Background: an optimization exercise with open tools, aiming at small area. Do not read the settings as production practice.
RTL that was checked went through simulation tests only; none was proved equivalent to the original.
Only the layout flow was run in run 1; the RTL was not checked for function there.
The clock cells of runs 6 to 8 come from the design's own scripts or RTL, not from TritonCTS.
The clock port is modelled as an ideal driver, which makes a skipped or thinned clock tree look cheaper than it is; a real chip needs a root buffer or a tree.
Power and IR drop assume default switching activity.

[flow/flow/abc_keep.script]
strash
dch -f
amap
topo
[flow/config.mk]
export PLATFORM = sky130hd
export DESIGN_NAME = mult_top
export DESIGN_NICKNAME = mult_top
export VERILOG_FILES = /design/flow/design.v
export SDC_FILE = /design/flow/constraint.sdc
export NUM_CORES = 4
export LEC_CHECK = 0
export CAP_MARGIN = 0
export CELL_PAD_IN_SITES_DETAIL_PLACEMENT = 0
export CELL_PAD_IN_SITES_GLOBAL_PLACEMENT = 0
export CORE_MARGIN = 2
export CORE_UTILIZATION = 70
export GPL_TIMING_DRIVEN = 0
export PLACE_DENSITY = 0.75
export SLEW_MARGIN = 0
[flow/standard.sh]
#!/bin/bash
# synth_recipe.tcl (not shown) runs the flow's synth.tcl, then flattens the netlist and writes it again
# the make line also repeats each setting of config.mk as NAME=value (left out here)
make -C /OpenROAD-flow-scripts/flow DESIGN_CONFIG=/design/flow/config.mk WORK_HOME=/design/flow/orfs CLKGATE_MAP_FILE= SYNTH_SCRIPT=/design/flow/synth_recipe.tcl "${@:-finish}"
[flow/flow/synth.tcl]
# Area-oriented synthesis: ORFS's synth.tcl without the Kogge-Stone adder map
# and full-adder extraction. The hierarchy is kept through technology mapping
# so that each module gets its own ABC script (MY_ABC_SCRIPTS holds
# module:script pairs), then the design is flattened as the standard
# synthesis does.
proc synth {args} { yosys synth -nofsm -noshare {*}$args }
source $::env(SCRIPTS_DIR)/synth_preamble.tcl
read_checkpoint $::env(RESULTS_DIR)/1_1_yosys_canonicalize.rtlil
hierarchy -check -top $::env(DESIGN_NAME)
synth -run :fine
synth -top $::env(DESIGN_NAME) -run fine:
chformal -remove
delete t:\$print
renames -wire
opt -purge
dfflibmap {*}$lib_args {*}$lib_dont_use_args
opt
setundef -zero
foreach ms $::env(MY_ABC_SCRIPTS) {
  set m [lindex [split $ms :] 0]
  set s [lindex [split $ms :] 1]
  abc -script $s {*}$lib_args {*}$lib_dont_use_args $m
}
# left out here: clear keep_hierarchy, flatten
splitnets
opt_clean -purge
hilomap -singleton -hicell {*}$::env(TIEHI_CELL_AND_PORT) -locell {*}$::env(TIELO_CELL_AND_PORT)
insbuf -buf {*}$::env(MIN_BUF_CELL_AND_PORTS)
tee -o $::env(REPORTS_DIR)/synth_stat.txt stat {*}$lib_args
check -assert -mapped
# left out here: clean up, hide names made inside functions, write 1_2_yosys.v
log_cmd exec cp $::env(SDC_FILE) $::env(RESULTS_DIR)/1_synth.sdc
[flow/flow/run.sh]
#!/bin/bash
# Own area-oriented synthesis (flow/synth.tcl), then the standard layout
# with single-strength port buffers and a small clock tree. Full tool output
# goes to flow.log here; ORFS's per-step logs are under orfs/logs/.
# The adder module keeps the structure Yosys gives it (one mapping pass);
# the rest gets a heavier area script.
set -euo pipefail
HERE=$(pwd)
export MY_ABC_SCRIPTS="MAGS:$HERE/flow/abc_area.script ROBA:$HERE/flow/abc_area.script SUMX:$HERE/flow/abc_keep.script mult_top:$HERE/flow/abc_keep.script"
bash standard.sh SYNTH_SCRIPT=$HERE/flow/synth.tcl \
  "BUFFER_PORTS_ARGS=-buffer_cell sky130_fd_sc_hd__buf_1" \
  "CTS_ARGS=-sink_clustering_enable -repair_clock_nets -dont_use_dummy_load -root_buf sky130_fd_sc_hd__clkbuf_4 -buf_list sky130_fd_sc_hd__clkbuf_4" \
  finish > $HERE/flow.log 2>&1
[flow/design.v]
`timescale 1ns / 1ps
module MAGS(
    input [15:0] x,
    input [15:0] y,
    output [15:0] a,
    output [15:0] b,
    output s
    );
wire nz = (|x) & (|y);
assign a = (x[15] ? -x : x) & {16{nz}};
assign b = (y[15] ? -y : y) & {16{nz}};
assign s = (x[15] ^ y[15]) & nz;
endmodule
module ROBA(
    input [15:0] a,
    input [15:0] b,
    input        s,
    output [31:0] p
    );
function [4:0] rexp;
    input [15:0] v;
    integer i;
    reg [3:0] e;
    reg up;
    begin
        e = 4'd0; up = 1'b0;
        for (i = 1; i < 16; i = i + 1)
            if (v[i]) begin
                e = i;
                up = (i >= 2) ? v[i-1] : 1'b0;
            end
        rexp = {up, e + up};
    end
endfunction
wire [4:0] ra = rexp(a);
wire [4:0] rb = rexp(b);
wire [3:0] ea = ra[3:0];
wire [3:0] eb = rb[3:0];
wire [16:0] d;
genvar i;
generate
    for (i = 0; i < 15; i = i + 1) begin : g_d
        assign d[i] = (|b[15:i+1]) ? b[i] : rb[4];
    end
endgenerate
assign d[15] = rb[4];
assign d[16] = rb[4];
wire [15:0] am = a - s;
wire [45:0] t1w = {15'd0, am, {15{s}}} << eb;
wire [30:0] t1 = t1w[45:15];
wire [30:0] t2 = {{14{d[16]}}, d} << ea;
SUMX sum(t1, t2, s, p);
endmodule
module SUMX(
    input [30:0] t1,
    input [30:0] t2,
    input        s,
    output [31:0] p
    );
assign p = {s, {31{s}} ^ (t1 + t2)};
endmodule
`timescale 1ns / 1ps
module mult_top(
    input clk,
    input  [15:0] x,
    input  [15:0] y,
    output reg [31:0] p_out
    );
    reg [15:0] X_abs;
    reg [15:0] Y_abs;
    reg        P_sign;
    wire [15:0] xa;
    wire [15:0] ya;
    wire        s;
    wire [31:0] P_vec;
    MAGS mags(x, y, xa, ya, s);
    ROBA mult(X_abs, Y_abs, P_sign, P_vec);
    always @(posedge clk)
    begin
        p_out  <= P_vec;
        X_abs  <= xa;
        Y_abs  <= ya;
        P_sign <= s;
    end
endmodule
[flow/constraint.sdc]
create_clock -name core_clock -period 10.0 [get_ports {clk}]
set_input_delay 2.0000 -clock core_clock [delete_from_list [all_inputs] [get_ports {clk}]]
set_output_delay 2.0000 -clock core_clock [all_outputs]
set_load 0.01 [all_outputs]
[flow/flow/abc_area.script]
strash
dc2
dch -f
amap
strash
dc2
dch -f
amap
topo
==> results of run 1 <==
## registers in the layout (all words and copies together), names as in the netlist
name    flops
P_sign      1
Y_abs      16
X_abs      16
p_out      32
## placed cells by master, fill, tap and decap left out, types with 4 or more instances in the layout
cell type	count
nand2_1	84
a31oi_1	11
dfxtp_1	65
clkbuf_4	9
buf_1	64
a21oi_1	51
nor2b_1	10
nor2_1	187
o21ai_1	4
o32a_1	4
a211oi_1	29
or2_0	9
nor3_1	11
o21a_1	16
o22ai_1	48
clkinv_1	65
nand2b_1	4
o21ai_0	104
o22a_1	77
or3_1	12
## cell type report
class	instances	area, um^2	share of cell area [%]
Clock buffer	9	67.6	1.17
Multi-Input combinational cell	690	3740	65.0
Timing Repair Buffer	68	274	4.76
Sequential cell	65	1300	22.6
Inverter	65	244	4.24
Tap cell	99	124	2.15
## repair_timing
action,4_1_cts,5_1_grt
hold buffers,0,0
resized for setup,0,1
setup endpoints to repair,0,1
## worst paths after layout
kind / startpoint / to / slack [ns] / depth (start not counted)
worst min-delay path: P_sign / p_out[31] / 0.99 / 0
worst min register to register: P_sign / p_out[31] / 0.99 / 0
worst max register to register: Y_abs[4] / p_out[30] / 1.48 / 36
worst max-delay path: Y_abs[4] / p_out[30] / 1.48 / 36
## cells by family (layout without fill, tap and decap cells)
kind of cell              Yosys count  count (layout)  share of synthesized area, %
AOI/OAI and AO/OA                 363             363                          45.0
and+or+nand+nor                   326             326                          25.5
DFF                                65              65                          24.7
buffers and inverters              65             142                          4.63
xor gates and xnor gates            1               1                         0.166
## power by group through the flow
stage / combinational [mW] / sequential, mW / clock [mW]
finish: 0.591 / 0.346 / 0.127
global route: 0.657 / 0.352 / 0.137
CTS: 0.575 / 0.346 / 0.127
detailed placement: 0.573 / 0.352 / 0
global placement: 0.548 / 0.349 / 0
floorplan: 0.405 / 0.374 / 0
## routing by layer
metal / routed length (um) / track usage, % / vias to the layer above
met3: 1030 / 6.84 / 40
met4: 347 / 12.3 / 0
met2: 6870 / 64.0 / 235
met1: 6090 / 40.9 / 2723
li1: - / - / 3213
met5: 0 / 0 / -
## critical path: cells and delay by family, from the launching register on
family                 cells  cell delay (ns)
buffers and inverters      5             1.69
flip-flops                 1             0.35
AO/OA/AOI/OAI             15             5.02
AND/OR/NAND/NOR           16             1.35
## stage by stage
step	power, mW	utilization (%)	worst slack (ns)	area [um^2]	std cells
5_1_grt	1.15	79.3	0.610	5750	996
6_report	1.06	79.3	1.48	5750	996
3_5_place_dp	0.925	78.3	1.49	5680	987
4_1_cts	1.05	79.2	1.38	5750	996
2_1_floorplan	0.779	-	3.05	5270	820
3_3_place_gp	0.897	77.7	1.58	5630	983
==> flow_metrics.py, run 1 <==
metrics = {
    "status": {
        "outcome": "complete, no violations",
    },
    "synth": {
        "synth_area_leaders": "dfxtp_1 (25%), nor2_1 (13%), o22a_1 (13%)",
        "ys_types": 33,
        "synth_top_area_share_pct": 24.7,
        "yosys.cell_count.top_type": "nor2_1",
        "syn_nets": 853,
        "synth_edf_count": 0,
        "ys_ff_latch": 65,
        "async_flop_share_pct": 0,
        "synthCells": 820,
        "netlist_area_um2": 5270,
        "synth-main-ff-cell": "dfxtp_1",
        "ys_warn_count": 2,
        "synthTopCellsByCount": "nor2_1 (187), o21ai_0 (108), nand2_1 (84)",
        "yosysTopAreaCell": "dfxtp_1",
        "syn_avg_cell_area_um2": 6.43,
        "ys_seq_area_share_pct": 24.7,
    },
    "timing": {
        "skew_ns": 0.0250,
        "setup_viol": 0,
        "relSlewSlack_pct": 11.8,
        "finalHoldViolCount": 0,
        "timing.setup.tns_ns": 0,
        "timing.final.crit_share_pct": 85.2,
        "drv_slew": 0,
        "hold-worst-slack_ns": 0.993,
        "fin_crit_ns": 8.52,
        "clock.fmax_mhz": 117,
        "tightest_slew_ns": 1.32,
        "rsz0062_at_grt": "no",
    },
    "global_route": {
        "grt_pass1_vias": 5712,
        "antenna_found_initial": 0,
        "grt_first_pass_wirelength_mm": 24.4,
        "grt_usage_pct": 35.2,
        "grt_max_degree": 39,
        "grt_overflow": 0,
    },
    "floorplan": {
        "die_area_um2": 8240,
        "row_count": 31,
        "io_pins": 65,
        "core_um2": 7250,
        "die_width_um": 90.8,
        "initial_core_util_pct": 72.7,
        "die_h_um": 90.8,
    },
    "clock_network": {
        "cts_buffers": 9,
        "clk-insertion-delay-late_ns": 0.42,
        "clkSinkCount": 65,
        "clk_pin_slew_worst_paths_ns": 0.10,
        "cts_tree": "yes",
        "htree_levels": 3,
        "clockBufferDepth": 2,
        "root_buffer": "clkbuf_4",
        "post_cts_buffers": 0,
    },
    "detailed_routing": {
        "drtPass1Iterations": 6,
        "drtIter0Drc": 486,
        "drt_wl_total_mm": 14.3,
        "route.detailed.drc": 0,
        "routed_via_density": 6.24,
        "ant_nets": 0,
        "avgRoutedWirePerCell_um": 14.4,
        "vias": 6211,
    },
    "setup_path": {
        "end_kind": "flop",
        "crit_path_start_kind": "flop",
        "crit_type": "flop to flop",
        "slowest_delay_ns": 1.02,
        "cpMaxStageDelayCell": "a21oi_1",
        "crit_arrival_ns": 8.86,
        "critPathMaxFanout": 20,
        "critical_path_required_ns": 10.34,
        "crit_top_cell": "nor2_1",
    },
    "final_layout": {
        "nets": 932,
        "filler_cell_count": 578,
        "layout-drive-gt1-share_pct": 1.78,
        "antennaDiodeCount": 0,
        "synthToLayoutAreaGrowth_pct": 9.14,
    },
    "power_and_ir_drop": {
        "p_per_area_nw_per_um2": 185,
        "clockPowerShare_pct": 11.9,
        "worst_ir_drop_vdd_mv": 0.136,
        "p_leak_nw": 1.93,
        "pwr-share-seq_pct": 32.6,
        "switchingPower_mw": 0.491,
        "p_comb_share_pct": 55.5,
        "swShare_pct": 46.1,
        "p_int_mw": 0.573,
    },
    "place": {
        "gp_congestion": 1.07,
        "io_buffers": 64,
        "dp_hpwl_mm": 11.0,
    },
    "job": {
        "maxCapViolations": 0,
    },
    "worst_hold_path": {
        "hold_path_class": "flop to flop",
    },
}
==> inputs of run 2 (changes only) <==
--- a/flow/design.v
+++ b/flow/design.v
@@ -45,19 +45,22 @@
 endgenerate
 assign d[15] = rb[4];
 assign d[16] = rb[4];
-wire [15:0] am = a - s;
-wire [45:0] t1w = {15'd0, am, {15{s}}} << eb;
-wire [30:0] t1 = t1w[45:15];
-wire [30:0] t2 = {{14{d[16]}}, d} << ea;
-SUMX sum(t1, t2, s, p);
+wire [16:0] an = s ? -{1'b0, a} : {1'b0, a};
+wire [16:0] dn = d ^ {17{s}};
+wire [29:0] t1 = {{13{an[16]}}, an} << eb;
+wire [44:0] t2w = {{13{dn[16]}}, dn, {15{s}}} << ea;
+wire [29:0] t2 = t2w[44:15];
+wire [29:0] lo;
+SUMX sum(t1, t2, s, lo);
+assign p = {s, s | (a[15] & b[15]), lo};
 endmodule
 module SUMX(
-    input [30:0] t1,
-    input [30:0] t2,
+    input [29:0] t1,
+    input [29:0] t2,
     input        s,
-    output [31:0] p
+    output [29:0] p
     );
-assign p = {s, {31{s}} ^ (t1 + t2)};
+assign p = t1 + t2 + s;
 endmodule
 `timescale 1ns / 1ps
 module mult_top(
==> run 2 against run 1 <==
Sequential share of layout area increased by 0.37 points. Synthesized cell count decreased by 1.8%. Sequential cell count unchanged. Routed wire length increased by 0.13%. Utilization decreased by 0.84 points. Critical path type unchanged. Critical endpoint is now p_out[29]. Largest cell class unchanged. Highest routed layer unchanged.
==> flow_metrics.py, run 2 <==
metrics = {
    "global_route": {
        "grt_busiest_layer": "met2",
        "grt_usage_pct": 35.5,
        "grt_first_pass_wirelength_mm": 24.3,
        "antenna_found_initial": 0,
        "grt_pass1_vias": 5661,
        "grt_use_met2_pct": 62.0,
        "grt_max_degree": 35,
        "grt_overflow": 0,
        "met3_usage_pct": 6.20,
        "use_met1_pct": 43.7,
    },
    "status": {
        "outcome": "complete, no violations",
    },
    "setup_path": {
        "end_kind": "flop",
        "crit_family": "compound AO/OA/AOI/OAI gates",
        "ff2ff_setup_slack_ns": 2.02,
        "reg2reg_from": "Y_abs[3]",
        "path_buf_inv": 5,
        "crit_arrival_ns": 8.29,
        "cp.depth": 35,
        "cpMaxStageDelayCell": "a21oi_2",
        "crit_path_start_kind": "flop",
        "crit_top_cell": "nor2_1",
        "critical_path_required_ns": 10.30,
        "slowest_delay_ns": 0.68,
        "reg2regPathDepth": 35,
        "critPathMaxFanout": 20,
        "crit_type": "flop to flop",
        "regToRegEndpoint": "p_out[29]",
    },
    "floorplan": {
        "core_um2": 7210,
        "die_width_um": 90.0,
        "die_area_um2": 8100,
        "io_pins": 65,
        "initial_core_util_pct": 71.8,
        "row_count": 31,
        "die_h_um": 90.0,
    },
    "worst_hold_path": {
        "hold_end": "p_out[30]",
        "hold_depth": 2,
        "hp-start": "Y_abs[15]",
        "hold_path_class": "flop to flop",
    },
    "synth": {
        "synth_edf_count": 0,
        "ys_ff_latch": 65,
        "synth_mux_area_share_pct": 0,
        "synth_simple_gate_area_share_pct": 24.7,
        "synth-main-ff-cell": "dfxtp_1",
        "yosys.cell_count.top_type": "nor2_1",
        "synthXorXnorAreaFrac_pct": 0,
        "syn_avg_cell_area_um2": 6.43,
        "netlist_area_um2": 5180,
        "async_flop_share_pct": 0,
        "synthAdderAreaFrac_pct": 0,
        "ys_warn_count": 2,
        "synthTopCellsByCount": "nor2_1 (191), o21ai_0 (120), nand2_1 (76), o22a_1 (76), dfxtp_1 (65)",
        "synthCells": 805,
        "syn_nets": 838,
        "ys_seq_area_share_pct": 25.1,
        "synth_top_area_share_pct": 25.1,
        "yosysTopAreaCell": "dfxtp_1",
        "synth_top_family_by_area": "compound AO/OA/AOI/OAI gates",
        "ys_types": 30,
        "synth_area_leaders": "dfxtp_1 (25%), nor2_1 (14%), o22a_1 (13%)",
        "synth_compound_area_share_pct": 46.3,
    },
    "detailed_routing": {
        "drt_wl_total_mm": 14.4,
        "ant_nets": 0,
        "avgRoutedWirePerCell_um": 14.6,
        "drtIter0Drc": 463,
        "routed_via_density": 6.41,
        "vias": 6292,
        "route.detailed.drc": 0,
        "drtPass1Iterations": 5,
    },
    "final_layout": {
        "layout_commonest_cell": "nor2_1",
        "synthToLayoutAreaGrowth_pct": 9.30,
        "mostFrequentLayoutCells": "nor2_1 (191), o21ai_0 (116), o22a_1 (76), nand2_1 (76), dfxtp_1 (65)",
        "largest_reg_flops": 32,
        "antennaDiodeCount": 0,
        "top_regs": "p_out (32), X_abs (16), Y_abs (16)",
        "layout-drive-gt1-share_pct": 1.81,
        "filler_cell_count": 562,
        "nets": 917,
        "top_register": "p_out",
    },
    "job": {
        "maxCapViolations": 0,
    },
    "power_and_ir_drop": {
        "p_comb_share_pct": 54.5,
        "pwr-share-seq_pct": 33.0,
        "p_per_area_nw_per_um2": 185,
        "worst_ir_drop_vdd_mv": 0.119,
        "switchingPower_mw": 0.483,
        "p_int_mw": 0.566,
        "swShare_pct": 46.1,
        "clockPowerShare_pct": 12.5,
        "p_leak_nw": 1.87,
    },
    "clock_network": {
        "post_cts_buffers": 0,
        "htree_levels": 3,
        "cts_tree": "yes",
        "root_buffer": "clkbuf_4",
        "clk-insertion-delay-late_ns": 0.44,
        "cts_resized": 0,
        "clk_pin_slew_worst_paths_ns": 0.12,
        "cts_hold_buf": 0,
        "clockBufferDepth": 2,
        "cts_buffers": 9,
        "clkSinkCount": 65,
    },
    "timing": {
        "timing.final.crit_share_pct": 79.8,
        "clock.fmax_mhz": 125,
        "hold-worst-slack_ns": 0.539,
        "setup_viol": 0,
        "skew_ns": 0.0341,
        "timing.setup.tns_ns": 0,
        "finalHoldViolCount": 0,
        "relSlewSlack_pct": 24.1,
        "rsz0062_at_grt": "no",
        "drv_slew": 0,
        "fin_crit_ns": 7.98,
        "tightest_slew_ns": 1.14,
    },
    "place": {
        "io_buffers": 64,
        "gp_congestion": 0.943,
        "dp_hpwl_mm": 10.9,
    },
}
[run 2: cell types whose count changed after synthesis, sizes merged, moves of 4 or more]
| cell | change |
|---|---|
| o21ai | +12 |
| or2 | -6 |
| clkinv | -11 |
| nand2 | -8 |
| nor2 | +4 |
| a31oi | -5 |
[run 2: area by class of cell]
cell class	instances	area (um^2)	share of cell area (%)
multi-input combinational	686	3690	65.2
tap	99	124	2.19
clock buffer	9	67.6	1.19
inverter	54	203	3.58
timing repair buffer	68	274	4.84
sequential	65	1300	23.0
[run 2: kinds of logic after synthesis]
| family | Yosys count |
|---|---|
| AOI/OAI and AO/OA | 372 |
| buffers and inverters | 54 |
| DFF | 65 |
| and+or+nand+nor | 314 |
[run 2: worst min-delay path: stages (launching register included)]
cell	delay, ns
dfxtp_1	0.36
nand2_1	0.06
nand2_1	0.06
[run 2: how the worst max path moves through the flow]
stage | start | to
2_1_floorplan | Y_abs[3] | p_out[29]
3_3_place_gp | Y_abs[3] | p_out[29]
3_5_place_dp | Y_abs[3] | p_out[29]
4_1_cts | Y_abs[3] | p_out[29]
5_1_grt | Y_abs[3] | p_out[29]
6_report | Y_abs[3] | p_out[29]
[run 2: metrics by stage]
stage	std cells	utilization (%)	cell area (um^2)	setup WS (ns)	total power, mW
floorplan	805	-	5180	3.50	0.760
global placement	968	76.8	5540	2.23	0.877
detailed placement	971	77.4	5580	1.77	0.903
CTS	980	78.3	5650	1.71	1.03
global route	981	78.5	5660	1.19	1.12
finish	981	78.5	5660	2.02	1.05
[run 2: power groups by stage]
stage	Combinational, mW	Sequential (mW)	Clock, mW
6_report	0.572	0.346	0.131
5_1_grt	0.630	0.353	0.142
4_1_cts	0.555	0.346	0.130
3_5_place_dp	0.552	0.352	0
3_3_place_gp	0.528	0.350	0
2_1_floorplan	0.386	0.374	0
[run 2: layer usage]
layer  wire length [um]  part of all wire (%)
met5                  0                     0
met4                419                   2.9
met3               1140                   7.9
met2               6780                    47
met1               6010                    42
==> inputs of run 3 (changes only) <==
==> flow/flow/run.sh (replaced) <==
#!/bin/bash
# Own area-oriented synthesis (flow/synth.tcl), then the standard layout
# with single-strength port buffers and a small clock tree. Full tool output
# goes to flow.log here; ORFS's per-step logs are under orfs/logs/.
# The adder module keeps the structure Yosys gives it (one mapping pass);
# the rest gets a heavier area script. After CTS, clock buffers whose sinks
# see a slow edge are upsized (flow/post_cts.tcl).
set -euo pipefail
HERE=$(pwd)
export MY_ABC_SCRIPTS="MAGS:$HERE/flow/abc_area.script ROBA:$HERE/flow/abc_area.script SUMX:$HERE/flow/abc_keep.script mult_top:$HERE/flow/abc_keep.script"
export MY_CLK_SLEW_LIMIT=0.1
bash standard.sh SYNTH_SCRIPT=$HERE/flow/synth.tcl \
  POST_CTS_TCL=$HERE/flow/post_cts.tcl \
  "BUFFER_PORTS_ARGS=-buffer_cell sky130_fd_sc_hd__buf_1" \
  "CTS_ARGS=-sink_clustering_enable -repair_clock_nets -dont_use_dummy_load -root_buf sky130_fd_sc_hd__clkbuf_4 -buf_list sky130_fd_sc_hd__clkbuf_4" \
  finish > $HERE/flow.log 2>&1
==> flow/flow/post_cts.tcl (new file) <==
# After CTS: upsize any clock buffer whose sinks see a slew above
# MY_CLK_SLEW_LIMIT (ns, placement parasitics) to clkbuf_8, then legalize.
estimate_parasitics -placement
set limit $::env(MY_CLK_SLEW_LIMIT)
set changed 0
foreach b [get_cells -filter "ref_name =~ sky130_fd_sc_hd__clkbuf_*"] {
  set out [get_pins -of_objects $b -filter "direction == output"]
  set net [get_nets -of_objects $out]
  set mx 0
  foreach p [get_pins -of_objects $net -filter "direction == input"] {
    foreach k {slew_max_rise slew_max_fall} {
      set v [get_property $p $k]
      if { $v > $mx } { set mx $v }
    }
  }
  puts "clock buffer [get_full_name $b] [get_property $b ref_name] sink slew $mx"
  if { $mx > $limit && [get_property $b ref_name] != "sky130_fd_sc_hd__clkbuf_8" } {
    replace_cell $b sky130_fd_sc_hd__clkbuf_8
    incr changed
  }
}
puts "upsized $changed clock buffers"
if { $changed > 0 } {
  detailed_placement
  check_placement -verbose
  estimate_parasitics -placement
  foreach b [get_cells -filter "ref_name =~ sky130_fd_sc_hd__clkbuf_*"] {
    puts "clock buffer [get_full_name $b] [get_property $b ref_name]"
  }
}
==> run 3 against run 2 <==
Critical endpoint unchanged. Count of clock-buffer cells in the layout unchanged. Final area up 0.44%. Clock power up 16%. Critical path depth unchanged. Routed wire length increased by 0.65%. Sequential cell count unchanged. Final cell count is the same. First-iteration DRC count decreased by 5.4%.
==> flow_metrics.py, run 3 <==
metrics = {
    "status": {
        "outcome": "complete, no violations",
    },
    "synth": {
        "yosys.cell_count.top_type": "nor2_1",
        "netlist_area_um2": 5180,
        "async_flop_share_pct": 0,
        "syn_nets": 838,
        "synth_area_leaders": "dfxtp_1 (25%), nor2_1 (14%), o22a_1 (13%)",
        "synth_edf_count": 0,
        "ys_warn_count": 2,
        "ys_types": 30,
        "yosysTopAreaCell": "dfxtp_1",
        "synth_top_area_share_pct": 25.1,
        "syn_avg_cell_area_um2": 6.43,
        "synthTopCellsByCount": "nor2_1 (191), o21ai_0 (120), nand2_1 (76), o22a_1 (76), dfxtp_1 (65)",
        "synthCells": 805,
        "ys_ff_latch": 65,
        "ys_seq_area_share_pct": 25.1,
        "synth-main-ff-cell": "dfxtp_1",
    },
    "timing": {
        "tightest_slew_ns": 1.14,
        "clock.fmax_mhz": 126,
        "setup_viol": 0,
        "rsz0062_at_grt": "no",
        "drv_slew": 0,
        "timing.final.crit_share_pct": 79.3,
        "relSlewSlack_pct": 23.7,
        "timing.setup.tns_ns": 0,
        "finalHoldViolCount": 0,
        "skew_ns": 0.0255,
        "fin_crit_ns": 7.93,
    },
    "final_layout": {
        "final_cells": 981,
        "multiInputGateArea_um2": 3690,
        "synthToLayoutAreaGrowth_pct": 9.78,
        "nets": 917,
        "filler_cell_count": 554,
        "top_register": "p_out",
        "largest_reg_flops": 32,
        "layout_commonest_cell": "nor2_1",
        "mostFrequentLayoutCells": "nor2_1 (191), o21ai_0 (116), o22a_1 (76), nand2_1 (76), dfxtp_1 (65)",
        "antennaDiodeCount": 0,
        "ff_latch_area_um2": 1300,
        "layout-drive-gt1-share_pct": 1.81,
        "top_regs": "p_out (32), X_abs (16), Y_abs (16)",
    },
    "detailed_routing": {
        "vias": 6281,
        "drtIter0Drc": 438,
        "drt_wl_total_mm": 14.4,
        "avgRoutedWirePerCell_um": 14.7,
        "route.detailed.drc": 0,
        "routed_via_density": 6.40,
        "ant_nets": 0,
        "drtPass1Iterations": 6,
    },
    "worst_hold_path": {
        "hp-start": "Y_abs[15]",
        "hold_depth": 2,
        "hold_path_class": "flop to flop",
        "hold_end": "p_out[30]",
    },
    "global_route": {
        "grt_pass1_vias": 5674,
        "grt_usage_pct": 35.6,
        "grt_max_degree": 35,
        "grt_first_pass_wirelength_mm": 24.3,
        "grt_overflow": 0,
        "antenna_found_initial": 0,
    },
    "setup_path": {
        "critPathLaunch": "Y_abs[3]",
        "crit_top_cell": "nor2_1",
        "cpMaxStageDelayCell": "a21oi_2",
        "critPathMaxFanout": 20,
        "crit_arrival_ns": 8.17,
        "ff2ff_setup_slack_ns": 2.07,
        "crit_type": "flop to flop",
        "reg2regPathDepth": 35,
        "reg2reg_from": "Y_abs[3]",
        "regToRegEndpoint": "p_out[29]",
        "critical_path_required_ns": 10.24,
        "crit_path_start_kind": "flop",
        "slowest_delay_ns": 0.68,
        "end_kind": "flop",
    },
    "floorplan": {
        "die_width_um": 90.0,
        "row_count": 31,
        "die_h_um": 90.0,
        "die_area_um2": 8100,
        "io_pins": 65,
        "initial_core_util_pct": 71.8,
        "core_um2": 7210,
    },
    "place": {
        "io_buffers": 64,
        "dp_hpwl_mm": 10.9,
        "dp_cells": 971,
        "gp_congestion": 0.943,
    },
    "power_and_ir_drop": {
        "worst_ir_drop_vdd_mv": 0.119,
        "p_leak_nw": 1.88,
        "p_per_area_nw_per_um2": 188,
    },
    "clock_network": {
        "clkSinkCount": 65,
        "clk-insertion-delay-late_ns": 0.36,
        "cts_tree": "yes",
        "clk_pin_slew_worst_paths_ns": 0.09,
    },
    "job": {
        "maxCapViolations": 0,
    },
}
## run 3: worst max-delay path: cells and delay by family (launching register included)
| family | cells | cell delay [ns] |
|---|---|---|
| AO/OA/AOI/OAI | 13 | 3.63 |
| buffers and inverters | 5 | 1.64 |
| AND/OR/NAND/NOR | 17 | 2.07 |
| flip-flops | 1 | 0.44 |
## run 3: power by group
| part | switching (mW) | leakage, nW | total, mW | internal, mW |
|---|---|---|---|---|
| clock | 0.0927 | 0.0518 | 0.152 | 0.0593 |
| combinational | 0.368 | 1.28 | 0.573 | 0.205 |
| sequential | 0.0269 | 0.548 | 0.346 | 0.319 |
| total | 0.488 | 1.88 | 1.07 | 0.583 |
## run 3: routing by layer
metal | GRT usage [%] | vias to the layer above | routed length (um)
li1 | - | 3160 | -
met4 | 14.1 | 0 | 452
met2 | 61.8 | 279 | 6770
met1 | 43.0 | 2782 | 6050
met5 | 0 | - | 0
met3 | 7.12 | 60 | 1180
## run 3: cell type report
class / instances / share of cell area (%)
multi-input cells: 686 / 64.9
flip-flops and latches: 65 / 22.9
inverters: 54 / 3.57
well taps: 99 / 2.18
clock buffers: 9 / 1.63
repair buffers: 68 / 4.82
## run 3: worst max-delay path by stage
stage | slack [ns] | end
finish | 2.07 | p_out[29]
global route | 1.15 | p_out[29]
detailed placement | 1.77 | p_out[29]
global placement | 2.23 | p_out[29]
floorplan | 3.50 | p_out[29]
## run 3: cell families after synthesis
group	count (synthesis)	synth area share (%)
AOI/OAI and AO/OA	372	46.3
buffers and inverters	54	3.91
DFF	65	25.1
and+or+nand+nor	314	24.7
## run 3: per-stage QoR
stage          area [um^2]  setup WS, ns  utilization (%)  hold WS (ns)  total power, mW
2_1_floorplan         5180          3.50                -         0.448            0.760
3_3_place_gp          5540          2.23             76.8         0.477            0.877
3_5_place_dp          5580          1.77             77.4         0.495            0.903
5_1_grt               5690          1.15             78.8         0.505             1.14
6_report              5690          2.07             78.8         0.485             1.07
==> inputs of run 4 (changes only) <==
--- a/flow/flow/run.sh
+++ b/flow/flow/run.sh
@@ -3,11 +3,12 @@
 # with single-strength port buffers and a small clock tree. Full tool output
 # goes to flow.log here; ORFS's per-step logs are under orfs/logs/.
 # The adder module keeps the structure Yosys gives it (one mapping pass);
-# the rest gets a heavier area script. After CTS, clock buffers whose sinks
+# the rounding and shifting module gets LUT mapping with don't-care
+# resynthesis (mfs) before cell mapping; the rest a plain area script. After CTS, clock buffers whose sinks
 # see a slow edge are upsized (flow/post_cts.tcl).
 set -euo pipefail
 HERE=$(pwd)
-export MY_ABC_SCRIPTS="MAGS:$HERE/flow/abc_area.script ROBA:$HERE/flow/abc_area.script SUMX:$HERE/flow/abc_keep.script mult_top:$HERE/flow/abc_keep.script"
+export MY_ABC_SCRIPTS="MAGS:$HERE/flow/abc_area.script ROBA:$HERE/flow/abc_mfs.script SUMX:$HERE/flow/abc_keep.script mult_top:$HERE/flow/abc_keep.script"
 export MY_CLK_SLEW_LIMIT=0.1
 bash standard.sh SYNTH_SCRIPT=$HERE/flow/synth.tcl \
   POST_CTS_TCL=$HERE/flow/post_cts.tcl \
==> flow/flow/abc_mfs.script (new file) <==
strash
&get -n
&dch -f
&if -K 4 -a
&mfs
&st
&put
dc2
dch -f
amap
strash
dc2
dch -f
amap
topo
==> run 4 against run 3 <==
Still clean on timing, DRC and antenna. Final area is 3.7% lower. Count of clock-buffer cells in the layout did not move. Synthesized area fell by 4.0%. Sequential power hardly changed. Die area fell by 3.8%. Sequential cell count unchanged. Clock power decreased by 9%. Routed wire length decreased by 6.0%. Worst setup slack better by 0.19 ns. Clock skew grew 0.0048 ns. Fmax is 2.5% higher. Critical path type unchanged. Largest cell class unchanged. Largest power group unchanged.
==> flow_metrics.py, run 4 <==
metrics = {
    "detailed_routing": {
        "ant_nets": 0,
        "routed_via_density": 6.41,
        "avgRoutedWirePerCell_um": 13.9,
        "drtIter0Drc": 602,
        "drtPass1Iterations": 5,
        "vias": 6263,
        "drt_wl_total_mm": 13.6,
        "route.detailed.drc": 0,
    },
    "clock_network": {
        "cts_tree": "yes",
        "clk_pin_slew_worst_paths_ns": 0.09,
        "clkSinkCount": 65,
        "clk-insertion-delay-late_ns": 0.36,
    },
    "synth": {
        "syn_avg_cell_area_um2": 6.20,
        "synth_edf_count": 0,
        "ys_seq_area_share_pct": 26.2,
        "yosysTopAreaCell": "dfxtp_1",
        "synthCells": 802,
        "yosys.cell_count.top_type": "nor2_1",
        "synth-main-ff-cell": "dfxtp_1",
        "netlist_area_um2": 4970,
        "synth_top_area_share_pct": 26.2,
        "synthTopCellsByCount": "nor2_1 (152), o21ai_0 (150), o22ai_1 (117)",
        "ys_ff_latch": 65,
        "ys_warn_count": 2,
        "ys_types": 32,
        "async_flop_share_pct": 0,
        "synth_area_leaders": "dfxtp_1 (26%), o21ai_0 (15%), o22ai_1 (15%)",
        "syn_nets": 835,
    },
    "setup_path": {
        "critPathMaxFanout": 20,
        "crit_arrival_ns": 7.98,
        "slowest_delay_ns": 0.83,
        "end_kind": "flop",
        "cpMaxStageDelayCell": "a21oi_1",
        "critical_path_required_ns": 10.25,
        "reg2regPathDepth": 32,
        "crit_type": "flop to flop",
        "crit_top_cell": "nor2_1",
        "crit_path_start_kind": "flop",
    },
    "final_layout": {
        "top_register": "p_out",
        "largest_reg_flops": 32,
        "mostFrequentLayoutCells": "nor2_1 (152), o21ai_0 (144), o22ai_1 (116), nand2_1 (94), dfxtp_1 (65)",
        "final_cells": 977,
        "top_regs": "p_out (32), X_abs (16), Y_abs (16)",
        "antennaDiodeCount": 0,
        "fin_area_um2": 5480,
        "ff_latch_area_um2": 1300,
        "layout_commonest_cell": "nor2_1",
        "final_util_pct": 80.1,
        "nets": 916,
        "filler_cell_count": 536,
        "synthToLayoutAreaGrowth_pct": 10.1,
        "layout-drive-gt1-share_pct": 1.82,
        "multiInputGateArea_um2": 3460,
    },
    "timing": {
        "skew_ns": 0.0303,
        "finalHoldViolCount": 0,
        "timing.final.crit_share_pct": 77.4,
        "clock.fmax_mhz": 129,
        "drv_slew": 0,
        "fin_crit_ns": 7.74,
        "setup_viol": 0,
        "tightest_slew_ns": 1.06,
        "relSlewSlack_pct": 28.5,
        "rsz0062_at_grt": "no",
        "hold-worst-slack_ns": 0.544,
        "timing.setup.tns_ns": 0,
    },
    "place": {
        "dp_cells": 968,
        "dpl_cell_area_um2": 5390,
        "io_buffers": 64,
        "dp_hpwl_mm": 10.5,
        "gp_congestion": 1.03,
    },
    "status": {
        "outcome": "complete, no violations",
    },
    "power_and_ir_drop": {
        "clockPowerShare_pct": 13.0,
        "pwr-share-seq_pct": 32.3,
        "p_comb_share_pct": 54.7,
        "worst_ir_drop_vdd_mv": 0.0800,
        "swShare_pct": 46.8,
        "p_per_area_nw_per_um2": 196,
        "switchingPower_mw": 0.503,
        "p_int_mw": 0.571,
        "p_leak_nw": 1.80,
    },
    "global_route": {
        "grt_overflow": 0,
        "grt_usage_pct": 35.9,
        "grt_first_pass_wirelength_mm": 22.8,
        "grt_pass1_vias": 5367,
        "grt_max_degree": 32,
        "antenna_found_initial": 0,
    },
    "floorplan": {
        "row_count": 30,
        "initial_core_util_pct": 72.8,
        "die_area_um2": 7800,
        "core_um2": 6830,
        "die_width_um": 88.3,
        "die_h_um": 88.3,
        "io_pins": 65,
    },
    "worst_hold_path": {
        "hold_path_class": "flop to flop",
        "hold_depth": 2,
    },
    "job": {
        "maxCapViolations": 0,
    },
}
-- run 4: cell types whose count changed after synthesis, moves of 4 or more --
cell      previous run  this run
o21ai_0            120       150
clkinv_1            54        58
a21oi_1             55        49
o21a_1              17         5
nor2_1             191       152
o22a_1              76         1
nand2_1             76        94
o22ai_1             50       117
-- run 4: area by class of cell --
type | count | share of cell area, %
Multi-Input combinational cell | 679 | 63.2
Clock buffer | 9 | 1.58
Sequential cell | 65 | 23.8
Timing Repair Buffer | 70 | 5.28
Tap cell | 96 | 2.19
Inverter | 58 | 3.98
-- run 4: metrics by stage --
stage | setup WS, ns | power [mW]
global placement | 1.78 | 0.890
global route | 1.45 | 1.16
finish | 2.26 | 1.07
floorplan | 3.13 | 0.774
detailed placement | 2.40 | 0.920
-- run 4: worst max-delay path, delay by kind of cell (launching register included) --
family                 cells  cell delay [ns]
AND/OR/NAND/NOR           13             1.77
AO/OA/AOI/OAI             15             4.06
buffers and inverters      4             1.46
flip-flops                 1             0.35
-- run 4: worst paths after layout --
kind                                 from   endpoint  slack (ns)
worst max-delay path             Y_abs[4]  p_out[29]        2.26
worst min-delay path            X_abs[15]  p_out[30]        0.54
worst max register to register   Y_abs[4]  p_out[29]        2.26
worst min register to register  X_abs[15]  p_out[30]        0.54
-- run 4: power groups by stage --
stage	Combinational, mW	Clock [mW]	Sequential, mW
detailed placement	0.567	0	0.353
global route	0.658	0.149	0.356
finish	0.588	0.139	0.347
global placement	0.539	0	0.351
floorplan	0.397	0	0.377
-- run 4: routing by layer --
| layer | vias up | wire length (um) | global-route usage, % | share of wire (%) |
|---|---|---|---|---|
| met5 | - | 0 | 0 | 0 |
| li1 | 3176 | - | - | - |
| met3 | 73 | 962 | 6.06 | 7.1 |
| met4 | 0 | 639 | 16.9 | 4.7 |
| met2 | 350 | 6340 | 62.5 | 47 |
| met1 | 2664 | 5640 | 43.0 | 42 |
-- run 4: logic make-up after synthesis --
kind of cell,Yosys count,share of synthesized area [%]
compound gates,383,45.0
simple gates,296,24.5
buf+inv,58,4.38
flops,65,26.2
==> inputs of run 5 (changes only) <==
==> flow/flow/run.sh (replaced) <==
#!/bin/bash
# Own area-oriented synthesis (flow/synth.tcl), then the standard layout
# with single-strength port buffers and a small clock tree. Full tool output
# goes to flow.log here; ORFS's per-step logs are under orfs/logs/.
# The adder module keeps the structure Yosys gives it (one mapping pass);
# the rounding and shifting module gets LUT mapping with don't-care
# resynthesis (mfs) before cell mapping; the rest a plain area script. 
# After CTS, flow/clock_tree.tcl replaces TritonCTS's two-level tree with
# four clkbuf_8 leaves driven from the clock port, one per register cluster.
set -euo pipefail
HERE=$(pwd)
export MY_ABC_SCRIPTS="MAGS:$HERE/flow/abc_area.script ROBA:$HERE/flow/abc_mfs.script SUMX:$HERE/flow/abc_keep.script mult_top:$HERE/flow/abc_keep.script"
export MY_CTS_N=4 MY_CTS_CELL=sky130_fd_sc_hd__clkbuf_8 MY_CTS_PORT=clk
export MY_CTS_SLACKCAP=1 MY_CTS_SLEW_LIMIT=0.115
bash standard.sh SYNTH_SCRIPT=$HERE/flow/synth.tcl \
  POST_CTS_TCL=$HERE/flow/clock_tree.tcl \
  "BUFFER_PORTS_ARGS=-buffer_cell sky130_fd_sc_hd__buf_1" \
  "CTS_ARGS=-sink_clustering_enable -repair_clock_nets -dont_use_dummy_load -root_buf sky130_fd_sc_hd__clkbuf_4 -buf_list sky130_fd_sc_hd__clkbuf_4" \
  finish > $HERE/flow.log 2>&1
==> flow/flow/clock_tree.tcl (new file) <==
# After CTS: replace TritonCTS's tree (a root buffer and eight leaf buffers
# for 65 registers) with MY_CTS_N leaf buffers of type MY_CTS_CELL, each
# driving one cluster of registers, all driven straight from the clock port.
# Clusters come from k-means on the registers' positions; each buffer sits at
# its cluster's centroid and is then legalized.
set n_leaf $::env(MY_CTS_N)
set cell $::env(MY_CTS_CELL)
set block [ord::get_db_block]

# registers and their clock pins
set regs {}
foreach inst [$block getInsts] {
  set m [$inst getMaster]
  if { [$m isSequential] } { lappend regs $inst }
}
proc inst_xy { inst } {
  set bb [$inst getBBox]
  return [list [expr {([$bb xMin] + [$bb xMax]) / 2.0}] [expr {([$bb yMin] + [$bb yMax]) / 2.0}]]
}

# k-means, seeded by sorting on angle around the centroid
set cx 0; set cy 0
foreach r $regs { lassign [inst_xy $r] x y; set cx [expr {$cx + $x}]; set cy [expr {$cy + $y}] }
set cx [expr {$cx / [llength $regs]}]; set cy [expr {$cy / [llength $regs]}]
set ang {}
foreach r $regs { lassign [inst_xy $r] x y; lappend ang [list $r [expr {atan2($y - $cy, $x - $cx)}]] }
set ang [lsort -real -index 1 $ang]
set per [expr {int(ceil([llength $regs] / double($n_leaf)))}]
set assign [dict create]
set i 0
foreach e $ang { dict set assign [lindex $e 0] [expr {min($i / $per, $n_leaf - 1)}]; incr i }
for {set it 0} {$it < 20} {incr it} {
  for {set k 0} {$k < $n_leaf} {incr k} { set sx($k) 0.0; set sy($k) 0.0; set sn($k) 0 }
  dict for {r k} $assign { lassign [inst_xy $r] x y; set sx($k) [expr {$sx($k) + $x}]; set sy($k) [expr {$sy($k) + $y}]; incr sn($k) }
  for {set k 0} {$k < $n_leaf} {incr k} {
    if { $sn($k) > 0 } { set mx($k) [expr {$sx($k) / $sn($k)}]; set my($k) [expr {$sy($k) / $sn($k)}] }
  }
  # balanced reassignment: each register to the nearest centroid with room
  set cap [expr {int(ceil([llength $regs] / double($n_leaf))) + $::env(MY_CTS_SLACKCAP)}]
  for {set k 0} {$k < $n_leaf} {incr k} { set cnt($k) 0 }
  set pairs {}
  foreach r $regs {
    lassign [inst_xy $r] x y
    for {set k 0} {$k < $n_leaf} {incr k} { lappend pairs [list $r $k [expr {abs($x - $mx($k)) + abs($y - $my($k))}]] }
  }
  set pairs [lsort -real -index 2 $pairs]
  set new [dict create]
  foreach p $pairs {
    lassign $p r k d
    if { [dict exists $new $r] } continue
    if { $cnt($k) >= $cap } continue
    dict set new $r $k; incr cnt($k)
  }
  set assign $new
}

# the clock port's net
set clk_net [[$block findBTerm $::env(MY_CTS_PORT)] getNet]

# remove TritonCTS's buffers and nets: the buffers reached from the clock
# port through buffers only
set old_bufs {}
set old_nets {}
set todo [list $clk_net]
while { [llength $todo] > 0 } {
  set net [lindex $todo 0]
  set todo [lrange $todo 1 end]
  foreach it [$net getITerms] {
    set inst [$it getInst]
    set mname [[$inst getMaster] getName]
    if { [$it isInputSignal] && [string match "sky130_fd_sc_hd__clkbuf_*" $mname] && [lsearch -exact $old_bufs $inst] < 0 } {
      lappend old_bufs $inst
      set onet [[$inst findITerm X] getNet]
      if { $onet != "NULL" } { lappend old_nets $onet; lappend todo $onet }
    }
  }
}
puts "removing [llength $old_bufs] clock buffers"
foreach b $old_bufs {
  foreach it [$b getITerms] {
    if { [$it getNet] != "NULL" } { $it disconnect }
  }
}
foreach b $old_bufs { odb::dbInst_destroy $b }
foreach net $old_nets { odb::dbNet_destroy $net }

# new leaf buffers and nets
set master [[ord::get_db] findMaster $cell]
for {set k 0} {$k < $n_leaf} {incr k} {
  set b [odb::dbInst_create $block $master "clkleaf_$k"]
  set net [odb::dbNet_create $block "clknet_leaf_$k"]
  $net setSigType CLOCK
  [$b findITerm A] connect $clk_net
  [$b findITerm X] connect $net
  $b setLocation [expr {int($mx($k))}] [expr {int($my($k))}]
  $b setPlacementStatus PLACED
  set leafnet($k) $net
}
dict for {r k} $assign {
  foreach it [$r getITerms] {
    if { [[$it getMTerm] getSigType] == "CLOCK" || [[$it getMTerm] getName] == "CLK" } {
      if { [$it getNet] != "NULL" } { $it disconnect }
      $it connect $leafnet($k)
    }
  }
}
for {set k 0} {$k < $n_leaf} {incr k} { puts "clock leaf $k: $cnt($k) registers" }
detailed_placement
estimate_parasitics -placement
# a leaf whose registers see a slew above MY_CTS_SLEW_LIMIT (ns, placement
# parasitics) gets the next larger buffer
set bigger [dict create sky130_fd_sc_hd__clkbuf_4 sky130_fd_sc_hd__clkbuf_8 sky130_fd_sc_hd__clkbuf_8 sky130_fd_sc_hd__clkbuf_16]
set up 0
for {set k 0} {$k < $n_leaf} {incr k} {
  set b [get_cells clkleaf_$k]
  set mxk 0
  foreach p [get_pins -of_objects [get_nets clknet_leaf_$k] -filter "direction == input"] {
    foreach q {slew_max_rise slew_max_fall} { set v [get_property $p $q]; if { $v > $mxk } { set mxk $v } }
  }
  set c [get_property $b ref_name]
  puts "clock leaf $k: $c, register clock slew $mxk"
  if { $mxk > $::env(MY_CTS_SLEW_LIMIT) && [dict exists $bigger $c] } {
    replace_cell $b [dict get $bigger $c]
    incr up
  }
}
if { $up > 0 } {
  detailed_placement
  estimate_parasitics -placement
}
check_placement -verbose
set mxs 0
foreach r $regs {
  foreach it [$r getITerms] {
    if { [[$it getMTerm] getName] == "CLK" } {
      set p [get_pins [$r getName]/CLK]
      foreach k {slew_max_rise slew_max_fall} { set v [get_property $p $k]; if { $v > $mxs } { set mxs $v } }
    }
  }
}
puts "largest register clock slew (placement parasitics): $mxs"
--- a/flow/config.mk
+++ b/flow/config.mk
@@ -9,7 +9,7 @@
 export CELL_PAD_IN_SITES_DETAIL_PLACEMENT = 0
 export CELL_PAD_IN_SITES_GLOBAL_PLACEMENT = 0
 export CORE_MARGIN = 2
-export CORE_UTILIZATION = 70
+export CORE_UTILIZATION = 80
 export GPL_TIMING_DRIVEN = 0
-export PLACE_DENSITY = 0.75
+export PLACE_DENSITY = 0.85
 export SLEW_MARGIN = 0
removed: flow/flow/post_cts.tcl
==> run 5 against run 4 <==
The flow now stops in global placement. Synthesized area did not move. Synthesized cell count did not move.
==> flow_metrics.py, run 5 <==
metrics = {
    "synth": {
        "synth_edf_count": 0,
        "synth_top_family_by_area": "compound AO/OA/AOI/OAI gates",
        "netlist_area_um2": 4970,
        "synth_area_leaders": "dfxtp_1 (26%), o21ai_0 (15%), o22ai_1 (15%)",
        "synthAdderAreaFrac_pct": 0,
        "ys_warn_count": 2,
        "yosysTopAreaCell": "dfxtp_1",
        "synth_compound_area_share_pct": 45.0,
        "syn_nets": 835,
        "synth_top_area_share_pct": 26.2,
        "synth_simple_gate_area_share_pct": 24.5,
        "ys_types": 32,
        "async_flop_share_pct": 0,
        "ys_seq_area_share_pct": 26.2,
        "synth_mux_area_share_pct": 0,
        "synthXorXnorAreaFrac_pct": 0,
        "synth-main-ff-cell": "dfxtp_1",
        "syn_avg_cell_area_um2": 6.20,
        "ys_ff_latch": 65,
        "synthTopCellsByCount": "nor2_1 (152), o21ai_0 (150), o22ai_1 (117)",
        "synthCells": 802,
        "yosys.cell_count.top_type": "nor2_1",
    },
    "floorplan": {
        "row_count": 28,
        "initial_core_util_pct": 83.5,
        "io_pins": 65,
        "die_width_um": 82.8,
        "die_h_um": 82.8,
    },
    "status": {
        "error_line": "[ERROR GPL-0301] Utilization 104.251 % exceeds 100%.",
        "stop_stage": "global placement",
        "outcome": "stopped before the end",
    },
    "place": {
        "io_buffers": 64,
    },
}
## run 5: logic make-up after synthesis
kind of cell	after synthesis
buf+inv	58
compound gates	383
flops	65
simple gates	296
==> inputs of run 6 (changes only) <==
--- a/flow/config.mk
+++ b/flow/config.mk
@@ -9,7 +9,7 @@
 export CELL_PAD_IN_SITES_DETAIL_PLACEMENT = 0
 export CELL_PAD_IN_SITES_GLOBAL_PLACEMENT = 0
 export CORE_MARGIN = 2
-export CORE_UTILIZATION = 80
+export CORE_UTILIZATION = 70
 export GPL_TIMING_DRIVEN = 0
-export PLACE_DENSITY = 0.85
+export PLACE_DENSITY = 0.75
 export SLEW_MARGIN = 0
==> run 6 against run 5 <==
Now clean on timing, DRC and antenna. Synthesized cell count unchanged. Synthesized area unchanged.
==> flow_metrics.py, run 6 <==
metrics = {
    "clock_network": {
        "clk-insertion-delay-late_ns": 0.15,
        "clk_pin_slew_worst_paths_ns": 0.10,
        "clkSinkCount": 65,
    },
    "final_layout": {
        "largest_reg_flops": 32,
        "layout_commonest_cell": "nor2_1",
        "top_regs": "p_out (32), X_abs (16), Y_abs (16)",
        "antennaDiodeCount": 0,
        "nets": 911,
        "mostFrequentLayoutCells": "nor2_1 (152), o21ai_0 (144), o22ai_1 (116), nand2_1 (94), dfxtp_1 (65)",
        "layout-drive-gt1-share_pct": 1.26,
        "top_register": "p_out",
        "synthToLayoutAreaGrowth_pct": 9.46,
        "final_cells": 972,
    },
    "place": {
        "dp_cells": 968,
        "dp_hpwl_mm": 10.5,
        "gp_congestion": 1.03,
        "io_buffers": 64,
    },
    "detailed_routing": {
        "vias": 6251,
        "avgRoutedWirePerCell_um": 14.0,
        "drtIter0Drc": 478,
        "route.detailed.drc": 0,
        "routed_via_density": 6.43,
        "drt_wl_total_mm": 13.6,
        "ant_nets": 0,
        "drtPass1Iterations": 6,
    },
    "power_and_ir_drop": {
        "p_leak_nw": 1.78,
        "p_per_area_nw_per_um2": 190,
        "pwr-share-seq_pct": 33.6,
        "swShare_pct": 46.6,
        "switchingPower_mw": 0.482,
        "worst_ir_drop_vdd_mv": 0.0967,
        "p_int_mw": 0.553,
        "p_comb_share_pct": 56.9,
        "clockPowerShare_pct": 9.6,
    },
    "timing": {
        "skew_ns": 0.00799,
        "tightest_slew_ns": 1.10,
        "drv_slew": 0,
        "finalHoldViolCount": 0,
        "relSlewSlack_pct": 26.4,
        "timing.final.crit_share_pct": 78.0,
        "timing.setup.tns_ns": 0,
        "rsz0062_at_grt": "no",
        "clock.fmax_mhz": 128,
        "fin_crit_ns": 7.80,
        "setup_viol": 0,
    },
    "synth": {
        "ys_seq_area_share_pct": 26.2,
        "synthCells": 802,
        "ys_ff_latch": 65,
        "synth-main-ff-cell": "dfxtp_1",
        "synth_area_leaders": "dfxtp_1 (26%), o21ai_0 (15%), o22ai_1 (15%)",
        "async_flop_share_pct": 0,
        "ys_warn_count": 2,
        "yosysTopAreaCell": "dfxtp_1",
        "synth_top_area_share_pct": 26.2,
        "synth_edf_count": 0,
        "syn_nets": 835,
        "ys_types": 32,
        "synthTopCellsByCount": "nor2_1 (152), o21ai_0 (150), o22ai_1 (117)",
        "yosys.cell_count.top_type": "nor2_1",
        "netlist_area_um2": 4970,
        "syn_avg_cell_area_um2": 6.20,
    },
    "global_route": {
        "grt_first_pass_wirelength_mm": 22.8,
        "grt_pass1_vias": 5297,
        "grt_max_degree": 32,
        "grt_overflow": 0,
        "antenna_found_initial": 0,
        "grt_usage_pct": 35.7,
    },
    "setup_path": {
        "crit_path_start_kind": "flop",
        "cpMaxStageDelayCell": "a21oi_1",
        "reg2regPathDepth": 32,
        "slowest_delay_ns": 0.86,
        "crit_top_cell": "nor2_1",
        "crit_type": "flop to flop",
        "critPathMaxFanout": 20,
        "critical_path_required_ns": 10.04,
        "crit_arrival_ns": 7.84,
        "end_kind": "flop",
    },
    "job": {
        "maxCapViolations": 0,
    },
    "floorplan": {
        "io_pins": 65,
        "die_width_um": 88.3,
        "initial_core_util_pct": 72.8,
        "die_area_um2": 7800,
        "row_count": 30,
        "core_um2": 6830,
        "die_h_um": 88.3,
    },
    "worst_hold_path": {
        "hold_depth": 2,
        "hold_path_class": "flop to flop",
    },
    "status": {
        "outcome": "complete, no violations",
    },
}
run 6: cell counts after synthesis:
Identical to the previous run, type by type.
run 6: path summary, 6_finish.rpt:
kind / startpoint / endpoint / slack (ns)
setup reg to reg: Y_abs[4] / p_out[29] / 2.20
hold reg to reg: X_abs[15] / p_out[30] / 0.55
hold / removal: X_abs[15] / p_out[30] / 0.55
setup / recovery: Y_abs[4] / p_out[29] / 2.20
run 6: power groups by stage:
stage / sequential, mW / clock, mW / combinational [mW]
floorplan: 0.377 / 0 / 0.397
global placement: 0.351 / 0 / 0.539
detailed placement: 0.353 / 0 / 0.567
global route: 0.356 / 0.108 / 0.660
finish: 0.347 / 0.0990 / 0.589
run 6: critical path: cells and delay by family (launching register included):
family	cells	cell delay, ns
compound gates	15	4.08
simple gates	13	1.78
buf+inv	4	1.44
flops	1	0.36
run 6: kinds of logic after synthesis:
family / count (synthesis) / share of synthesized area [%]
AND/OR/NAND/NOR: 296 / 24.5
flip-flops: 65 / 26.2
AO/OA/AOI/OAI: 383 / 45.0
buffers and inverters: 58 / 4.38
run 6: per-layer routing:
layer	vias to the layer above	global-route usage (%)	routed length, um
met5	-	0	0
met4	0	16.9	606
met3	62	4.66	816
met2	303	62.6	6480
met1	2715	43.1	5750
li1	3171	-	-
run 6: area by class of cell:
| cell class | count | area, um^2 |
|---|---|---|
| multi-input combinational | 679 | 3460 |
| fill | 535 | 1390 |
| timing repair buffer | 70 | 289 |
| sequential | 65 | 1300 |
| inverter | 58 | 218 |
| buffer | 4 | 55.1 |
| tap | 96 | 120 |
run 6: through the flow:
stage | hold slack, ns | setup slack (ns) | util, % | area [um^2] | total power [mW]
floorplan | 0.476 | 3.13 | - | 4970 | 0.774
global placement | 0.499 | 1.78 | 78.1 | 5330 | 0.890
finish | 0.547 | 2.20 | 79.7 | 5440 | 1.04
detailed placement | 0.532 | 2.40 | 78.9 | 5390 | 0.920
global route | 0.587 | 1.40 | 79.7 | 5440 | 1.12
==> inputs of run 7 (changes only) <==
--- a/flow/design.v
+++ b/flow/design.v
@@ -20,15 +20,18 @@
 function [4:0] rexp;
     input [15:0] v;
     integer i;
+    reg [15:0] h;      
     reg [3:0] e;
     reg up;
     begin
+        h[15] = 1'b1;
+        for (i = 14; i >= 0; i = i - 1)
+            h[i] = h[i+1] & ~v[i+1];
         e = 4'd0; up = 1'b0;
-        for (i = 1; i < 16; i = i + 1)
-            if (v[i]) begin
-                e = i;
-                up = (i >= 2) ? v[i-1] : 1'b0;
-            end
+        for (i = 0; i < 16; i = i + 1)
+            if (v[i] & h[i]) e = e | i;
+        for (i = 2; i < 16; i = i + 1)
+            up = up | (v[i] & h[i] & v[i-1]);
         rexp = {up, e + up};
     end
 endfunction
==> run 7 against run 6 <==
Fmax decreased by 11%. Die area decreased by 0.58%. Hold slack improved by 0.00078 ns. Sequential cell count unchanged. Total power decreased by 1.5%. Critical path depth increased by 5. Final cell count decreased by 0.82%. Largest cell class unchanged.
==> flow_metrics.py, run 7 <==
metrics = {
    "status": {
        "outcome": "complete, no violations",
    },
    "final_layout": {
        "top_register": "p_out",
        "synthToLayoutAreaGrowth_pct": 9.14,
        "antennaDiodeCount": 0,
        "layout-drive-gt1-share_pct": 1.04,
        "final_util_pct": 79.0,
        "largest_reg_flops": 32,
        "top_regs": "p_out (32), X_abs (16), Y_abs (16)",
        "nets": 903,
        "layout_commonest_cell": "nor2_1",
        "mostFrequentLayoutCells": "nor2_1 (153), o21ai_0 (138), o22ai_1 (118), nand2_1 (95), dfxtp_1 (65)",
    },
    "setup_path": {
        "cpMaxStageDelayCell": "a21oi_1",
        "critPathMaxFanout": 21,
        "critPathLaunch": "Y_abs[15]",
        "reg2reg_from": "Y_abs[15]",
        "reg2regPathDepth": 37,
        "end_kind": "flop",
        "crit_top_cell": "nor2_1",
        "regToRegEndpoint": "p_out[29]",
        "endpoint": "p_out[29]",
        "crit_arrival_ns": 8.77,
        "crit_type": "flop to flop",
        "crit_family": "compound AO/OA/AOI/OAI gates",
        "ff2ff_setup_slack_ns": 1.27,
        "cp.depth": 37,
        "critical_path_required_ns": 10.04,
        "slowest_delay_ns": 1.06,
        "crit_path_start_kind": "flop",
        "path_buf_inv": 7,
    },
    "timing": {
        "rsz0062_at_grt": "no",
        "timing.setup.tns_ns": 0,
        "fin_crit_ns": 8.73,
        "setup_viol": 0,
        "finalHoldViolCount": 0,
        "relSlewSlack_pct": 9.25,
        "timing.final.crit_share_pct": 87.3,
        "clock.fmax_mhz": 115,
        "tightest_slew_ns": 1.36,
        "hold-worst-slack_ns": 0.548,
        "skew_ns": 0.00999,
        "drv_slew": 0,
    },
    "detailed_routing": {
        "vias": 6086,
        "drt_wl_total_mm": 13.0,
        "routed_via_density": 6.31,
        "avgRoutedWirePerCell_um": 13.5,
        "drtIter0Drc": 525,
        "drtPass1Iterations": 8,
        "route.detailed.drc": 0,
        "ant_nets": 0,
    },
    "synth": {
        "ys_seq_area_share_pct": 26.3,
        "syn_avg_cell_area_um2": 6.20,
        "synthTopCellsByCount": "nor2_1 (153), o21ai_0 (140), o22ai_1 (120)",
        "yosysTopAreaCell": "dfxtp_1",
        "syn_nets": 830,
        "ys_types": 33,
        "ys_ff_latch": 65,
        "yosys.cell_count.top_type": "nor2_1",
        "synth_top_area_share_pct": 26.3,
        "synth-main-ff-cell": "dfxtp_1",
        "synthCells": 797,
        "netlist_area_um2": 4940,
        "synth_edf_count": 0,
        "ys_warn_count": 2,
        "synth_area_leaders": "dfxtp_1 (26%), o22ai_1 (15%), o21ai_0 (14%)",
        "async_flop_share_pct": 0,
    },
    "place": {
        "io_buffers": 64,
        "dp_hpwl_mm": 9.97,
        "gp_congestion": 1.16,
    },
    "floorplan": {
        "die_h_um": 88.0,
        "initial_core_util_pct": 72.4,
        "core_um2": 6830,
        "die_area_um2": 7750,
        "io_pins": 65,
        "row_count": 30,
        "die_width_um": 88.0,
    },
    "job": {
        "maxCapViolations": 0,
    },
    "clock_network": {
        "clk_pin_slew_worst_paths_ns": 0.10,
        "clkSinkCount": 65,
        "clk-insertion-delay-late_ns": 0.16,
    },
    "power_and_ir_drop": {
        "p_leak_nw": 1.76,
        "pwr-share-seq_pct": 33.8,
        "worst_ir_drop_vdd_mv": 0.0885,
        "clockPowerShare_pct": 9.7,
        "switchingPower_mw": 0.471,
        "p_per_area_nw_per_um2": 189,
        "p_comb_share_pct": 56.5,
        "swShare_pct": 46.2,
        "p_int_mw": 0.548,
        "total_power_mw": 1.02,
    },
    "global_route": {
        "met3_usage_pct": 4.43,
        "grt_busiest_layer": "met2",
        "grt_first_pass_wirelength_mm": 21.4,
        "use_met1_pct": 40.4,
        "grt_use_met2_pct": 58.4,
        "grt_overflow": 0,
        "grt_usage_pct": 33.5,
        "grt_max_degree": 30,
        "grt_pass1_vias": 5104,
        "antenna_found_initial": 0,
    },
    "worst_hold_path": {
        "hold_path_class": "flop to flop",
    },
}
-- run 7: power groups by stage --
stage	registers [mW]	clock network [mW]	logic, mW
after floorplan	0.375	0	0.395
after global placement	0.348	0	0.534
after detailed placement	0.351	0	0.554
after global routing	0.354	0.107	0.645
final	0.344	0.0988	0.576
-- run 7: layout make-up --
cell class | instances | area (um^2)
plain buffers | 4 | 55.1
fillers | 548 | 1440
inverters | 61 | 229
multi-input cells | 671 | 3430
flip-flops and latches | 65 | 1300
well taps | 96 | 120
repair buffers | 66 | 259
repair inverters | 1 | 5.00
-- run 7: per-layer routing --
metal / routed length, um / vias to the layer above
met5: 0 / -
met4: 528 / 0
met3: 926 / 48
met2: 6070 / 352
met1: 5490 / 2558
li1: - / 3128
-- run 7: logic make-up after synthesis --
group	after synthesis	share of synthesized area, %
xor gates and xnor gates	1	0.177
and+or+nand+nor	299	24.9
AOI/OAI and AO/OA	371	44.0
DFF	65	26.3
buffers and inverters	61	4.63
-- run 7: how the worst min path moves through the flow --
| stage | start | end | cells after the start |
|---|---|---|---|
| 2_1_floorplan | Y_abs[15] | p_out[30] | 2 |
| 3_3_place_gp | Y_abs[15] | p_out[30] | 2 |
| 3_5_place_dp | Y_abs[15] | p_out[30] | 2 |
| 5_1_grt | Y_abs[15] | p_out[30] | 2 |
| 6_report | Y_abs[15] | p_out[30] | 2 |
-- run 7: per-stage QoR --
stage          worst slack [ns]  instance area (um^2)  std cells
6_report                   1.27                  5400        964
3_5_place_dp               1.36                  5330        959
3_3_place_gp               1.75                  5300        957
5_1_grt                  0.0927                  5400        964
2_1_floorplan              2.93                  4940        797
-- run 7: worst reg2reg max path: cells and delay by family (launching register included) --
kind                   cells  cell delay [ns]
DFF                        1             0.37
AOI/OAI and AO/OA         13             3.67
buffers and inverters      7             1.54
and+or+nand+nor           17             3.00
==> inputs of run 8 (changes only) <==
--- a/flow/config.mk
+++ b/flow/config.mk
@@ -9,7 +9,7 @@
 export CELL_PAD_IN_SITES_DETAIL_PLACEMENT = 0
 export CELL_PAD_IN_SITES_GLOBAL_PLACEMENT = 0
 export CORE_MARGIN = 2
-export CORE_UTILIZATION = 70
+export CORE_UTILIZATION = 75
 export GPL_TIMING_DRIVEN = 0
-export PLACE_DENSITY = 0.75
+export PLACE_DENSITY = 0.8
 export SLEW_MARGIN = 0
==> run 8 against run 7 <==
Sequential share of layout area rose by 0.11 points. Clock skew up 0.0055 ns. Final cell count shrank 2.1%. Clock power decreased by 0.5%. Sequential power hardly changed. Critical endpoint unchanged. Highest routed layer unchanged.
==> flow_metrics.py, run 8 <==
metrics = {
    "detailed_routing": {
        "drt_wl_total_mm": 13.9,
        "ant_nets": 0,
        "drtIter0Drc": 680,
        "routed_via_density": 6.73,
        "drtPass1Iterations": 10,
        "wl_met3_mm": 1.13,
        "wl_met2_mm": 6.38,
        "route.detailed.drc": 0,
    },
    "place": {
        "dp_cells": 940,
        "dpl_cell_area_um2": 5310,
    },
    "setup_path": {
        "crit_arrival_ns": 8.74,
        "regToRegEndpoint": "p_out[29]",
        "endpoint": "p_out[29]",
        "critical_path_required_ns": 10.05,
        "crit_path_start_kind": "flop",
        "ff2ff_setup_slack_ns": 1.31,
        "reg2regPathDepth": 32,
        "end_kind": "flop",
        "slowest_delay_ns": 0.93,
        "cpMaxStageDelayCell": "a21oi_1",
    },
    "power_and_ir_drop": {
        "swShare_pct": 46.7,
        "p_per_area_nw_per_um2": 192,
        "p_comb_share_pct": 56.8,
        "pwr-share-seq_pct": 33.6,
        "p_leak_nw": 1.76,
        "clockPowerShare_pct": 9.6,
        "switchingPower_mw": 0.480,
    },
    "global_route": {
        "grt_overflow": 0,
        "antenna_found_initial": 0,
        "grt_pass1_vias": 5336,
        "grt_usage_pct": 37.3,
        "grt_max_degree": 30,
        "grt_first_pass_wirelength_mm": 22.6,
    },
    "synth": {
        "async_flop_share_pct": 0,
        "synthTopCellsByCount": "nor2_1 (153), o21ai_0 (140), o22ai_1 (120)",
        "ys_types": 33,
        "ys_warn_count": 2,
        "ys_ff_latch": 65,
        "syn_avg_cell_area_um2": 6.20,
        "yosys.cell_count.top_type": "nor2_1",
        "synth_edf_count": 0,
        "ys_seq_area_share_pct": 26.3,
        "synth-main-ff-cell": "dfxtp_1",
        "syn_nets": 830,
    },
    "final_layout": {
        "multiInputGateArea_um2": 3430,
        "nets": 902,
        "filler_cell_count": 431,
        "synthToLayoutAreaGrowth_pct": 8.63,
        "final_cells": 944,
        "fin_area_um2": 5370,
        "ff_latch_area_um2": 1300,
        "mostFrequentLayoutCells": "nor2_1 (153), o21ai_0 (138), o22ai_1 (118), nand2_1 (95), dfxtp_1 (65)",
        "largest_reg_flops": 32,
        "top_regs": "p_out (32), X_abs (16), Y_abs (16)",
    },
    "floorplan": {
        "row_count": 29,
        "io_pins": 65,
        "die_area_um2": 7260,
        "core_um2": 6350,
        "die_h_um": 85.2,
    },
    "timing": {
        "timing.final.crit_share_pct": 86.9,
        "tightest_slew_ns": 1.16,
        "drv_slew": 0,
        "fin_crit_ns": 8.69,
        "relSlewSlack_pct": 22.7,
        "timing.setup.tns_ns": 0,
        "setup_viol": 0,
        "rsz0062_at_grt": "no",
    },
    "status": {
        "outcome": "complete, no violations",
    },
    "clock_network": {
        "clk_pin_slew_worst_paths_ns": 0.10,
        "clkSinkCount": 65,
    },
    "worst_hold_path": {
        "hold_path_class": "flop to flop",
    },
}
-- run 8: power groups by stage --
| stage | Sequential, mW | Combinational [mW] | Clock, mW |
|---|---|---|---|
| global placement | 0.348 | 0.531 | 0 |
| floorplan | 0.375 | 0.395 | 0 |
| global route | 0.351 | 0.644 | 0.107 |
| finish | 0.346 | 0.585 | 0.0983 |
| detailed placement | 0.351 | 0.554 | 0 |
-- run 8: layout make-up --
type                    instances  share of cell area (%)
inverters                      61                    4.26
multi-input cells             671                    63.9
plain buffers                   4                    1.03
flip-flops and latches         65                    24.2
well taps                      77                    1.79
repair buffers                 66                    4.82
-- run 8: layer usage --
| metal | GRT usage (%) | vias up |
|---|---|---|
| li1 | - | 3143 |
| met1 | 44.8 | 2697 |
| met2 | 63.1 | 415 |
| met3 | 4.28 | 95 |
| met4 | 24.1 | 0 |
| met5 | 0 | - |
-- run 8: worst min-delay path by stage --
stage | cells after the start | slack [ns] | start | end
2_1_floorplan | 2 | 0.46 | Y_abs[15] | p_out[30]
3_3_place_gp | 2 | 0.52 | Y_abs[15] | p_out[30]
3_5_place_dp | 2 | 0.53 | Y_abs[15] | p_out[30]
5_1_grt | 2 | 0.59 | Y_abs[15] | p_out[30]
6_report | 2 | 0.56 | Y_abs[15] | p_out[30]
-- run 8: kinds of logic after synthesis --
| group | after synthesis | synth area share, % |
|---|---|---|
| AO/OA/AOI/OAI | 371 | 44.0 |
| AND/OR/NAND/NOR | 299 | 24.9 |
| flip-flops | 65 | 26.3 |
| buffers and inverters | 61 | 4.63 |
| XOR/XNOR | 1 | 0.177 |
-- run 8: metrics by stage --
| stage | setup slack, ns | hold slack, ns |
|---|---|---|
| 2_1_floorplan | 2.93 | 0.461 |
| 3_3_place_gp | 1.77 | 0.520 |
| 3_5_place_dp | 1.32 | 0.532 |
| 5_1_grt | 0.497 | 0.586 |
| 6_report | 1.31 | 0.565 |
-- run 8: worst max-delay path, delay by kind of cell (launching register included) --
kind                   cells  cell delay (ns)
and+or+nand+nor           10             1.98
AOI/OAI and AO/OA         16             4.75
buffers and inverters      6             1.45
DFF                        1             0.38

Re-timed with assumed drivers on the ports (clkbuf_16 on the clock, buf_2 on other inputs), run 8 has 1.310 ns of setup slack against 1.310 ns with ideal ports, and 1.310 ns once port delays also move by the mid clock arrival of 0.216 ns.
